Background: an optimization exercise with open tools, aiming at small area. Do not read the settings as production practice.
At most, simulation tests tie the RTL to the original design; equivalence was not proved.
The clock port is modelled as an ideal driver; clocking choices that lean on that would not hold on a real chip.
Power and IR drop assume default switching activity.

==> flow/design.v (excerpt) <==
module breakthecode(
    input clk,
    input reset,
    input confirm,
    input start,
    input [15:0] switches,
    output [3:0] A,
    output [3:0] B,
    output [7:0] AN,
    output [7:0] CN,
    output red,
    output blue,
    output green
    );
wire [16:0] digits;
wire timer_expires;
wire timer_enable;
wire reset_timer;
wire zero;
wire reset_b;
wire confirm_b;
wire start_b;
wire gameStart;
pulse_synchronizer isync_reset   (.clk(clk), .in(reset), .outb (reset_b));
pulse_synchronizer isync_confirm (.clk(clk), .in(confirm), .outb (confirm_b));
pulse_synchronizer isync_start   (.clk(clk), .in(start), .outb (start_b));
timer i_timer (
    .clk           (clk),
    .resetb        (reset_b),
    .enable        (timer_enable),
    .reset_timer   (reset_timer),
    .timer_expires (timer_expires),
    .zero          (zero),
    .digits        (digits)
);
gameLogic i_gameLogic (
     .clk           (clk),
     .resetb        (reset_b),
     .first         (zero),
     .start         (~start_b),
     .confirmSel    (~confirm_b),
     .switches      (switches),
     .timer_enable  (timer_enable),
     .timer_expires (timer_expires),
     .reset_timer   (reset_timer),
     .correctCode   (A),
     .correctLoc    (B),
     .gameStart     (gameStart)
);
eightSegmentLEDdriver i_LEDDriver (
    .clk    (clk),
    .resetb (reset_b),
    .zero   (zero),
    .digits (digits),
    .AN     (AN),
    .COUT   (CN)
);
colorLEDDriver i_colorLEDDriver (
    .clk       (clk),
    .resetb    (reset_b),
    .startgame (gameStart),
    .breakcode (B[3]),
    .green     (green),
    .red       (red),
    .blue      (blue)
);
endmodule
Size in the first run: about 74 flip-flops, about 47 I/O pins, about 0.0040 mm^2 of cells after synthesis.
clock: 10.0 ns
lec_check: 0
cap_margin: 20
core_margin: 2
core_utilization: 40
slew_margin: 20
standard.sh (not shown) runs the stock make flow with config.mk's settings and CLKGATE_MAP_FILE= SYNTH_SCRIPT=/design/flow/synth_recipe.tcl, a recipe that flattens the netlist after the stock synthesis.
==> flow/flow/run.sh <==
#!/bin/bash
# The standard layout (standard.sh) with three changes:
# - synthesis maps with flow/abc_speed.script, ORFS's own ABC script with
#   pin permutation and delay relaxation in &nf and without the buffering and
#   upsizing at its end (the design has several ns of slack);
# - ports get the smallest buffer, sky130_fd_sc_hd__buf_1;
# - the clock tree uses clkbuf_8 and no dummy loads.
set -euo pipefail
here=$(pwd)
cp -r "$FLOW_HOME/scripts" "$here/orfs_scripts"
cp "$here/flow/abc_speed.script" "$here/orfs_scripts/abc_speed.script"
SCRIPTS_DIR="$here/orfs_scripts" bash standard.sh synth > synth.log 2>&1
export BUFFER_PORTS_ARGS="-buffer_cell sky130_fd_sc_hd__buf_1"
export CTS_ARGS="-sink_clustering_enable -repair_clock_nets -buf_list sky130_fd_sc_hd__clkbuf_8 -dont_use_dummy_load"
bash standard.sh > layout.log 2>&1
==> flow/flow/abc_speed.script <==
&get -n
&st
&dch
&nf -R 1000 -p
&st
&syn2
&if -g -K 6
&synch2
&nf -R 1000 -p
&st
&syn2
&if -g -K 6
&synch2
&nf -R 1000 -p
&st
&syn2
&if -g -K 6
&synch2
&nf -R 1000 -p
&st
&syn2
&if -g -K 6
&synch2
&nf -R 1000 -p
&st
&syn2
&if -g -K 6
&synch2
&nf -R 1000 -p
&put
Edit:
--- a/flow/flow/run.sh
+++ b/flow/flow/run.sh
@@ -5,5 +5,6 @@
 #   upsizing at its end (the design has several ns of slack);
 # - ports get the smallest buffer, sky130_fd_sc_hd__buf_1;
-# - the clock tree uses clkbuf_8 and no dummy loads.
+# - the clock tree uses clkbuf_4 and no dummy loads, and flow/post_cts.tcl
+#   upsizes the clkbuf_4 that drive many flip-flops to clkbuf_8.
 set -euo pipefail
 here=$(pwd)
@@ -12,4 +13,5 @@
 SCRIPTS_DIR="$here/orfs_scripts" bash standard.sh synth > synth.log 2>&1
 export BUFFER_PORTS_ARGS="-buffer_cell sky130_fd_sc_hd__buf_1"
-export CTS_ARGS="-sink_clustering_enable -repair_clock_nets -buf_list sky130_fd_sc_hd__clkbuf_8 -dont_use_dummy_load"
+export CTS_ARGS="-sink_clustering_enable -repair_clock_nets -buf_list sky130_fd_sc_hd__clkbuf_4 -dont_use_dummy_load"
+export POST_CTS_TCL="$here/flow/post_cts.tcl"
 bash standard.sh > layout.log 2>&1
==> flow/flow/post_cts.tcl (new file) <==
# Sourced by ORFS at the end of CTS (POST_CTS_TCL): the clock tree is built of
# clkbuf_4; a clkbuf_4 that drives more than 10 clock pins becomes a clkbuf_8,
# so that the clock slew at every flip-flop stays well below the limit.
set block [ord::get_db_block]
set resized 0
foreach inst [$block getInsts] {
  if {[[$inst getMaster] getName] != "sky130_fd_sc_hd__clkbuf_4"} { continue }
  foreach iterm [$inst getITerms] {
    if {![$iterm isOutputSignal]} { continue }
    set net [$iterm getNet]
    if {$net == "NULL"} { continue }
    if {[llength [$net getITerms]] > 11} {
      puts "post_cts: [$inst getName] drives [expr {[llength [$net getITerms]] - 1}] pins, now clkbuf_8"
      replace_cell [$inst getName] sky130_fd_sc_hd__clkbuf_8
      incr resized
    }
  }
}
if {$resized > 0} {
  detailed_placement
  check_placement -verbose
  estimate_parasitics -placement
}
Result: The new run finished clean; sequential power stays flat; setup slack gets worse by 0.040 ns; final cell count does not change; routed wire length is about the same; first-iteration DRC count rose by 3.0%; combinational power is about the same; maximum frequency fell by 0.89%; count of clock-buffer cells in the layout is unchanged; non-clock buffer count stays the same.

Setup of run A:
breakthecode, a different RTL version from the one above (not shown whole).
Size: roughly 74 flip-flops, roughly 47 I/O pins, about 4400 um^2 of cells after synthesis.
==> flow/config.mk <==
export PLATFORM = sky130hd
export DESIGN_NAME = breakthecode
export DESIGN_NICKNAME = breakthecode
export VERILOG_FILES = /design/flow/design.v
export SDC_FILE = /design/flow/constraint.sdc
export NUM_CORES = 4
export LEC_CHECK = 0
export CAP_MARGIN = 20
export CORE_MARGIN = 2
export CORE_UTILIZATION = 70
export SLEW_MARGIN = 20
==> flow/constraint.sdc <==
create_clock -name core_clock -period 10.0 [get_ports {clk}]
set_input_delay 2.0000 -clock core_clock [delete_from_list [all_inputs] [get_ports {clk}]]
set_output_delay 2.0000 -clock core_clock [all_outputs]
set_load 0.01 [all_outputs]
==> flow/flow/run.sh <==
#!/bin/bash
# The standard layout (standard.sh), with small port buffers and a clock tree
# of small buffers without dummy loads.
set -euo pipefail
export BUFFER_PORTS_ARGS="-buffer_cell sky130_fd_sc_hd__buf_1"
export CTS_ARGS="-sink_clustering_enable -repair_clock_nets -buf_list sky130_fd_sc_hd__clkbuf_4 -dont_use_dummy_load"
bash standard.sh > standard.log 2>&1
Run A finished end to end and its layout was clean on timing, DRC and antenna.
The following lists how run B was set up differently from run A:
Settings: swapping 70 for 40 in CORE_UTILIZATION.
==> flow/flow/run.sh <==
#!/bin/bash
# The standard layout (standard.sh), with small port buffers and a clock tree
# of small buffers without dummy loads.
set -euo pipefail
export BUFFER_PORTS_ARGS="-buffer_cell sky130_fd_sc_hd__buf_1"
export CTS_ARGS="-sink_clustering_enable -repair_clock_nets -buf_list sky130_fd_sc_hd__clkbuf_8 -dont_use_dummy_load"
bash standard.sh > standard.log 2>&1
When run B is set beside run A, its time the final worst path needs with I/O delays and setup turns out to be 0.014 ns larger.
The overall power of the completed layout number comes out higher for run B vs run A.
The non-clock buffer share of cell area on run A is in line with that on run B.
Worst slew slack as a fraction of its limit (lower): run A
The run with more routed wire is run B, not run A.
Taking run A as 1.0, run B lands at 1.3 on height of the chip.
For run C, these inputs were changed with respect to run B:
==> flow/flow/run.sh <==
#!/bin/bash
# The standard layout (standard.sh), with small port buffers and a clock tree
# of small buffers without dummy loads.
set -euo pipefail
export BUFFER_PORTS_ARGS="-buffer_cell sky130_fd_sc_hd__buf_1"
export CTS_ARGS="-sink_clustering_enable -repair_clock_nets -buf_list sky130_fd_sc_hd__clkbuf_4 -dont_use_dummy_load"
bash standard.sh > standard.log 2>&1
Going from run B to run C, clock transition time at the flip-flop clock pins of the worst setup and hold paths went up by 0.03 ns; setup slack went down by 0.067 ns; first-iteration DRC count went up by about 14%.
Worst slew margin relative to its limit is lower on run B
Against run B, the final cell area of run C is lower.
Relative to run B, cell internal power dissipation has decreased by 0.039 mW in run C.
For run D, these inputs were changed with respect to run C:
==> flow/flow/run.sh <==
#!/bin/bash
# The standard layout (standard.sh) with three changes:
# - synthesis maps with flow/abc_speed.script, ORFS's own ABC script with
#   pin permutation and delay relaxation in &nf and without the buffering and
#   upsizing at its end (the design has several ns of slack);
# - ports get the smallest buffer, sky130_fd_sc_hd__buf_1;
# - the clock tree uses clkbuf_16, and no dummy loads.
set -euo pipefail
here=$(pwd)
cp -r "$FLOW_HOME/scripts" "$here/orfs_scripts"
cp "$here/flow/abc_speed.script" "$here/orfs_scripts/abc_speed.script"
SCRIPTS_DIR="$here/orfs_scripts" bash standard.sh synth > synth.log 2>&1
export BUFFER_PORTS_ARGS="-buffer_cell sky130_fd_sc_hd__buf_1"
export CTS_ARGS="-sink_clustering_enable -repair_clock_nets -buf_list sky130_fd_sc_hd__clkbuf_16 -dont_use_dummy_load"
bash standard.sh > layout.log 2>&1
==> flow/flow/abc_speed.script (new file) <==
&get -n
&st
&dch
&nf -R 1000 -p
&st
&syn2
&if -g -K 6
&synch2
&nf -R 1000 -p
&st
&syn2
&if -g -K 6
&synch2
&nf -R 1000 -p
&st
&syn2
&if -g -K 6
&synch2
&nf -R 1000 -p
&st
&syn2
&if -g -K 6
&synch2
&nf -R 1000 -p
&st
&syn2
&if -g -K 6
&synch2
&nf -R 1000 -p
&put
topo
stime -c
dnsize -c
Results
No stage failed in run C, and the final checks on the layout all came back clean. No stage failed in run D, and the final checks on the layout all came back clean. Power share of the combinational group in run D vs run C: down 5.0 points. ~same cell count after placement in run C and run D. Between run C and run D, the difference in routed wirelength normalized by instance count is negligible. Looking only at global-route track usage on met3, and setting everything else aside, the lower value of run C and run D goes to run C. Estimated wirelength of the detail-placed design (higher): run C. Compared with run C, run D shows a higher xor-xnor portion of the synthesized cell area. Run D against run C: area taken by flip-flops and latches flat; total wire length shows no meaningful change; cell-internal power has increased; share of the synthesized area in compound gates (AO/OA/AOI/OAI) up 1.6 points.
Function was not checked in any run of this note: the RTL went through the layout flow alone.

[re-timing with driven ports]
How much do the figures lean on ideal ports? The routed layouts below were timed once more, with nothing changed but the port constraints.
Step 1, drivers: a clkbuf_16 drives clk and a buf_2 each remaining input, both assumed.
Step 2 moves the port delays by t, midway between the first and last clock arrival at a register: inputs arrive t later, outputs are due t later. That takes back most of the time a late clock gives input paths.
Three values: no drivers, after step 1, after step 2; two values: the first two.
run	shift t [ns]	slack for setup (ns)	clock arrival spread, ns
the first run of note 1	0.357	5.562 / 5.529 / 5.886	0.028 / 0.028
the second run of note 1	0.416	5.523 / 5.492 / 5.908	0.038 / 0.038
run A	0.414	5.426 / 5.397 / 5.811	0.034 / 0.034
run B	0.355	5.412 / 5.378 / 5.733	0.024 / 0.025
run C	0.421	5.345 / 5.313 / 5.734	0.038 / 0.038
run D	0.355	5.006 / 4.969 / 5.324	0.023 / 0.023
After both steps setup and hold are still met in every run listed.
